Source: an optimization exercise on an open RTL-to-GDS flow (aim: small area and a short achievable clock period). Production flows keep margins and buffers that such runs may drop. Where RTL was checked, it was by simulation tests only, not by an equivalence proof against the original. Power is estimated from default activity; no workload was simulated. No driver is modelled on the clock port, so clocking that relies on it looks cheaper here than on a real chip.

// PE
module PE #(
  parameter integer PE_BUF_ADDR_WIDTH   = 5,
  parameter integer OP_WIDTH            = 16,
  parameter integer ACC_WIDTH           = 16,
  parameter         LAYER_NORM          = "NO"
)
(
  input  wire                                         clk,
  input  wire                                         reset,
  input  wire                                         mask,
  input  wire  [ 10+2*PE_BUF_ADDR_WIDTH -1 : 0 ]      ctrl,
  input  wire                                         src_2_sel,
  input  wire  [ OP_WIDTH             -1 : 0 ]        read_data_0,
  input  wire  [ OP_WIDTH             -1 : 0 ]        read_data_1,
  input  wire  [ OP_WIDTH             -1 : 0 ]        read_data_2,
  output wire  [ OP_WIDTH             -1 : 0 ]        lrn_center,
  output wire  [ OP_WIDTH             -1 : 0 ]        write_data,
  output wire  [ OP_WIDTH             -1 : 0 ]        pe_buffer_read_data,
  input  wire                                         pe_neuron_read_req,
  input  wire  [ OP_WIDTH             -1 : 0 ]        pe_neuron_write_data,
  input  wire                                         pe_neuron_write_req,
  input  wire  [ PE_BUF_ADDR_WIDTH    -1 : 0 ]        pe_neuron_write_addr,
  output wire                                         write_valid
);
Size: ~2700 cells after synthesis.
clock: 6.5 ns
lec_check: 0
abc_clock_period_in_ps: 2800
cap_margin: 20
core_margin: 2
core_utilization: 60
setup_slack_margin: 3.9
slew_margin: 20
standard.sh (not shown) runs the stock make flow with config.mk's settings and CLKGATE_MAP_FILE= SYNTH_SCRIPT=/design/flow/synth_recipe.tcl, a recipe that flattens the netlist after the stock synthesis.
==> flow/flow/run.sh <==
#!/bin/bash
set -e
export BUFFER_PORTS_ARGS="-buffer_cell sky130_fd_sc_hd__buf_1"
export CTS_ARGS="-sink_clustering_enable -repair_clock_nets -sink_clustering_size 28 -sink_clustering_max_diameter 80 -dont_use_dummy_load"
bash standard.sh > standard.log 2>&1
Then changed:
==> flow/run.sh (new file) <==
#!/bin/bash
# synth_recipe.tcl (not shown) runs the flow's synth.tcl, then flattens the netlist and writes it again
# the make line also repeats each setting of config.mk as NAME=value (left out here)
make -C /OpenROAD-flow-scripts/flow DESIGN_CONFIG=/design/flow/config.mk WORK_HOME=/design/flow/orfs CLKGATE_MAP_FILE= SYNTH_SCRIPT=/design/flow/synth_recipe.tcl finish
- CTS_CLUSTER_DIAMETER: not set -> 80
- CTS_CLUSTER_SIZE: not set -> 28
removed: flow/flow/run.sh
removed: flow/standard.sh
=>
- power increases by a few percent
- cell count increases slightly
- count of clock-buffer cells in the layout increases by 28
- routed wire length increases by a few percent
No functional check of the RTL was part of any run of this note.

========
Another version of the RTL of PE (not shown whole).
Size in the first run: about 0.040 sq mm of cells after synthesis.
export LEC_CHECK = 0
export ABC_CLOCK_PERIOD_IN_PS = 2800
export CAP_MARGIN = 5
export CORE_MARGIN = 2
export CORE_UTILIZATION = 70
export SETUP_SLACK_MARGIN = 4.0
export SLEW_MARGIN = 5
create_clock -name core_clock -period 6.5 [get_ports {clk}]
==> flow/flow/run.sh <==
#!/bin/bash
set -e
export BUFFER_PORTS_ARGS="-buffer_cell sky130_fd_sc_hd__buf_1"
export CTS_ARGS="-sink_clustering_enable -repair_clock_nets -sink_clustering_size 31 -sink_clustering_max_diameter 80 -dont_use_dummy_load"
bash standard.sh > standard.log 2>&1
The first run completed without violations.
Rerun with:
- CAP_MARGIN: 5 -> 20
- SETUP_SLACK_MARGIN: 4.0 -> 3.95
- SLEW_MARGIN: 5 -> 20
After rerunning:
- The changed run went through all stages and came out clean
- setup slack loses 0.0049 ns
- synthesized cell count is unchanged
- sequential share of layout area increases by 0.20 points
- final area went down by 0.34%
Rerun with:
==> flow/flow/run.sh (replaced) <==
#!/bin/bash
set -e
export BUFFER_PORTS_ARGS="-buffer_cell sky130_fd_sc_hd__buf_1"
export CTS_ARGS="-sink_clustering_enable -repair_clock_nets -sink_clustering_size 28 -sink_clustering_max_diameter 80 -dont_use_dummy_load"
bash standard.sh > standard.log 2>&1
- CORE_UTILIZATION: 70 -> 60
- SETUP_SLACK_MARGIN: 3.95 -> 4.0
The changed run completed with no timing, DRC or antenna violations.
Total power climbs slightly.
Hold slack barely changes.
Global-route usage drops by 3.3 points.
Fmax stays flat.

========
Setup of v34:
Another version of the RTL of PE (not shown whole).
Size: about 2700 cells after synthesis, about 140 I/O pins.
Settings: LEC_CHECK=0, ABC_CLOCK_PERIOD_IN_PS=2800, CAP_MARGIN=20, CORE_MARGIN=2, CORE_UTILIZATION=70, SETUP_SLACK_MARGIN=4.0, SLEW_MARGIN=20; clock period 6.5 ns.
==> flow/flow/run.sh <==
#!/bin/bash
set -e
export BUFFER_PORTS_ARGS="-buffer_cell sky130_fd_sc_hd__buf_1"
export CTS_ARGS="-sink_clustering_enable -repair_clock_nets -sink_clustering_size 28 -sink_clustering_max_diameter 80 -dont_use_dummy_load"
bash standard.sh > standard.log 2>&1
v34 completed every stage of the flow, and the final layout passed the timing, DRC and antenna checks.
Changes in v14 relative to v34:
- CORE_UTILIZATION now 60, was 70
- Sort v34 and v14 by aggregate global-route resource usage desc -> top: v34
- Going from v34 to v14, first-iteration detailed-routing DRC count shrinks by 14%.
- Looking at final design instance area without fill, v14 sits 1.3% above v34.
- For the met3 wire length, v14 came in 16% lower than v34 did.
- Higher shortest clock period the worst path allows after layout was reported by v34, not v14.
- Combinational share of power delta (v14 -> v34): insignificant
- v34 -> v14: final critical-path share of the clock period flat
- Diff v34 -> v14 | number of non-clock buffers | increase of about 3.4%
- The average via count per standard cell reported for v14 is smaller than that of v34 by 4.7%.

========
Another version of the RTL of PE (not shown whole).
Size: roughly 2200 cells after synthesis, ~1000 flip-flops, ~140 I/O pins.
Settings: LEC_CHECK=0, ABC_CLOCK_PERIOD_IN_PS=2800, CAP_MARGIN=20, CORE_MARGIN=2, CORE_UTILIZATION=40, SETUP_SLACK_MARGIN=3.6, SLEW_MARGIN=20; clock period 6.5 ns.
run.sh (not shown) runs the stock make flow with config.mk's settings and CLKGATE_MAP_FILE= SYNTH_SCRIPT=/design/flow/synth_recipe.tcl, a recipe that flattens the netlist after the stock synthesis.
Stock flow here: none of the scripts above is used.
Rerun with:
- CORE_UTILIZATION: 40 -> 60
Result: The changed run finished clean. Sequential power hardly moves. Power drops by a few percent. Wire length shrinks by a few percent. Fmax climbs by a few percent. Worst setup slack gains 0.069 ns. Global-route usage increases by 8.9 points. Cell count is lower by roughly a tenth. Non-clock buffer count increases by 18.
No functional check of the RTL was part of any run of this note.

[afterwards: timing with drivers on the ports]
No port has a modelled driver above. Below, the same layouts with a new extraction and two added sets of constraints.
Step 1 assumes that a clkbuf_16 drives the clock port and a buf_2 every other input.
Step 2 times the ports against the registers' clock, not the clock port: input delays grow and output delays shrink by t, the midpoint of the rising clock arrivals with the driver on.
Slacks: ideal / step 1 / step 2; pairs: ideal / step 1.
| run | t, ns | setup WS [ns] | worst hold slack (ns) | worst slew at a driven data input, ns | pins driven straight from the clock port |
|---|---|---|---|---|---|
| the first run of note 1 | 0.673 | 3.795 / 3.795 / 3.229 | 0.335 / 0.335 / 0.335 | 0.08 | 1 |
| the second run of note 1 | 0.693 | 3.786 / 3.786 / 3.260 | 0.321 / 0.321 / 0.321 | 0.09 | 1 |
| the first run of note 2 | 0.661 | 3.900 / 3.859 / 3.416 | 0.334 / 0.334 / 0.334 | 0.13 | 1 |
| the second run of note 2 | 0.664 | 3.895 / 3.859 / 3.338 | 0.334 / 0.334 / 0.334 | 0.12 | 1 |
| the third run of note 2 | 0.681 | 3.900 / 3.859 / 3.380 | 0.332 / 0.332 / 0.332 | 0.11 | 1 |
| v34 | 0.675 | 3.895 / 3.859 / 3.451 | 0.323 / 0.323 / 0.323 | 0.06 | 1 |
| v14 | 0.686 | 3.900 / 3.859 / 3.461 | 0.316 / 0.316 / 0.316 | 0.06 | 1 |
| the first run of note 4 | 0.741 | 3.333 / 3.333 / 2.982 | 0.321 / 0.321 / 0.321 | 0.06 | 1 |
| the second run of note 4 | 0.712 | 3.402 / 3.402 / 3.007 | 0.323 / 0.323 / 0.323 | 0.11 | 1 |
After both steps setup and hold are still met in every run listed. For the first run of note 1, which loses most, drivers alone change the setup slack by 0.000 ns; drivers and shift together by -0.566 ns.
